Context: an optimization exercise on an open-source flow, tuned for small area, a short achievable clock period and few clock cycles per item. The choices shown serve that exercise and are no tape-out recipe.

== north ==
// ysyx_22040228multiplier
module ysyx_22040228multiplier (
    input  wire        clk,
    input  wire        rst,
    input  wire        mult_ready,
    input  wire [7:0]  inst_opcode,
    input  wire [63:0] mult_op1,
    input  wire [63:0] mult_op2,
    output wire [63:0] product_val,
    output wire        mult_finish
);
Size: ~3300 cells after synthesis, roughly 200 I/O pins, ~28000 um2 of cells after synthesis.
Settings: LEC_CHECK=0, CAP_MARGIN=20, CORE_MARGIN=2, CORE_UTILIZATION=40, PLACE_DENSITY=0.6, SETUP_SLACK_MARGIN=1.0, SLEW_MARGIN=20, SYNTH_HIERARCHICAL=1; clock period 6.5 ns.
run.sh (not shown) runs the stock make flow with config.mk's settings and CLKGATE_MAP_FILE= SYNTH_SCRIPT=/design/flow/synth_recipe.tcl, a recipe that flattens the netlist after the stock synthesis.
Here is what was changed in the inputs of south compared with north.
diff --git a/flow/design.v b/flow/design.v
--- a/flow/design.v
+++ b/flow/design.v
@@ -125,26 +125,26 @@
         end else if (start) begin
             busy     <= 1'b1;
             stepping <= 1'b1;
             resolve  <= 1'b0;
             fin      <= 1'b0;
         end else if (fin | ~mult_ready) begin
             busy     <= 1'b0;
             stepping <= 1'b0;
             resolve  <= 1'b0;
             fin      <= 1'b0;
         end else begin
             stepping <= stepping & ~is_last;
-            resolve  <= 1'b0;
-            fin      <= stepping & is_last;
+            resolve  <= stepping & is_last & lsb;
+            fin      <= resolve | (stepping & is_last & ~lsb);
         end
     end
     always @(posedge clk) begin
         mc_r   <= mc;
         swap_r <= swap;
         if (start) begin
             o_lo   <= op_mul;
             o_w    <= op_mulw;
             o_hi   <= op_mulh | op_mulhsu | op_mulhu;
             lsb    <= ~lowmode;
             cur    <= first_idx;
             last_r <= nm1;
@@ -727,40 +727,42 @@
     assign cs_c = {q270c, q270s, q269s, q268s, q267s, q266s, q265s, q264s, q263s, q262s, q261s, q260s, q259s, q258s, q257s, q256s, q255s, q254s, q253s, q252s, q251s, q250s, q249s, q248s, q247s, q246s, q245s, q244s, q243s, q242s, q241s, q240s, q239s, q238s, q237s, q236s, q235s, q234s, q233s, q232s, q231s, q230s, q229s, q228s, q227s, q226s, q225s, q224s, q223s, q222s, q221s, q220s, q219s, q218s, q217s, q216s, q215s, q214s, q213s, q212s, q211s, q210s, q209s, q208s, q207s, q206s, q205s, q204s, q203s, q202s, q201s, q200s, q199s};
     wire [W-1:0]  bs;
     wire [NB-1:0] bco;
     assign {bco[0], bs[7:0]} = {1'b0, cs_s[7:0]} + {1'b0, cs_c[7:0]};
     assign {bco[1], bs[15:8]} = {1'b0, cs_s[15:8]} + {1'b0, cs_c[15:8]};
     assign {bco[2], bs[23:16]} = {1'b0, cs_s[23:16]} + {1'b0, cs_c[23:16]};
     assign {bco[3], bs[31:24]} = {1'b0, cs_s[31:24]} + {1'b0, cs_c[31:24]};
     assign {bco[4], bs[39:32]} = {1'b0, cs_s[39:32]} + {1'b0, cs_c[39:32]};
     assign {bco[5], bs[47:40]} = {1'b0, cs_s[47:40]} + {1'b0, cs_c[47:40]};
     assign {bco[6], bs[55:48]} = {1'b0, cs_s[55:48]} + {1'b0, cs_c[55:48]};
     assign {bco[7], bs[63:56]} = {1'b0, cs_s[63:56]} + {1'b0, cs_c[63:56]};
     assign {bco[8], bs[72:64]} = {1'b0, cs_s[72:64]} + {1'b0, cs_c[72:64]};
+    wire [63:0] hi_al;
     always @(posedge clk) begin
-        v  <= bs;
-        pc <= {bco[NB-2:0], 1'b0};
+        v  <= resolve ? {{(W-64){1'b0}}, hi_al} : bs;
+        pc <= resolve ? {NB{1'b0}} : {bco[NB-2:0], 1'b0};
     end
     ysyx_22040228multiplier_out u_out (
         .v(v), .pc(pc), .last(last_r), .o_lo(o_lo), .o_w(o_w), .o_hi(o_hi),
-        .product_val(product_val));
+        .hi_al(hi_al), .product_val(product_val));
     assign mult_finish = fin;
 endmodule
 module ysyx_22040228multiplier_out (
     input  wire [72:0] v,
     input  wire [8:0] pc,
     input  wire [3:0] last,
     input  wire        o_lo,
     input  wire        o_w,
     input  wire        o_hi,
+    output wire [63:0] hi_al,
     output wire [63:0] product_val
 );
     localparam W = 73;
     localparam NB = 9;
     wire [W-1:0] r;
     wire [NB-1:0] rg, rp, rc;    
     wire ra1 = &v[15:8];
     wire rb1 = &v[15:9];
     assign rg[1] = pc[1] & ra1;
     assign rp[1] = pc[1] ? rb1 : ra1;
     wire ra2 = &v[23:16];
     wire rb2 = &v[23:17];
@@ -924,16 +926,16 @@
             4'd0: hi = ash0;
             4'd1: hi = ash1;
             4'd2: hi = ash2;
             4'd3: hi = ash3;
             4'd4: hi = ash4;
             4'd5: hi = ash5;
             4'd6: hi = ash6;
             4'd7: hi = ash7;
             4'd8: hi = ash8;
             default: hi = ash0;
         endcase
     end
-    assign product_val = ({64{o_lo}} & r[63:0]) |
-                         ({64{o_w}}  & {{32{r[31]}}, r[31:0]}) |
-                         ({64{o_hi}} & hi);
+    assign hi_al = hi;
+    assign product_val = ({64{o_lo | o_hi}} & r[63:0]) |
+                         ({64{o_w}}  & {{32{r[31]}}, r[31:0]});
 endmodule
Findings:
- Wire length on met3: south > north
- Setup slack after layout up 0.29 ns in south wrt north
- | number of gates resized after cts | south vs north | 177 lower |
- Looking at final instance count without filler cells, south sits about 4% higher than north does.
- north has a lower worst hold slack than south.
- In the reports for south and north, the larger register cell area after layout belongs to north.
- south -> north: clock network area share flat
- Compared with north, south shows cell area after layout higher by about 0.3%.
No functional check of the RTL was part of any run of this note.

## re-timing with driven ports
No port has a modelled driver above. Below, the same layouts with a new extraction and two added sets of constraints. Step 1 assumes that a clkbuf_16 drives the clock port and a buf_2 every other input. Step 2 also shifts input and output timing later by t, the mid clock arrival at the registers, as if the neighbouring blocks saw the same clock. Three values: ideal, step 1, step 2; two values: the first two.
| run | shift t [ns] | setup WS [ns] | hold WS [ns] | clock arrival spread, ns |
|---|---|---|---|---|
| north | 0.498 | 0.851 / 0.801 / 0.724 | 0.449 / 0.449 / 0.449 | 0.021 / 0.021 |
| south | 0.526 | 1.142 / 1.077 / 1.044 | 0.456 / 0.456 / 0.456 | 0.018 / 0.018 |
After both steps setup and hold are still met in every run listed. The setup slack of north, which loses most, moves by -0.050 ns with the drivers and by -0.127 ns with both steps.
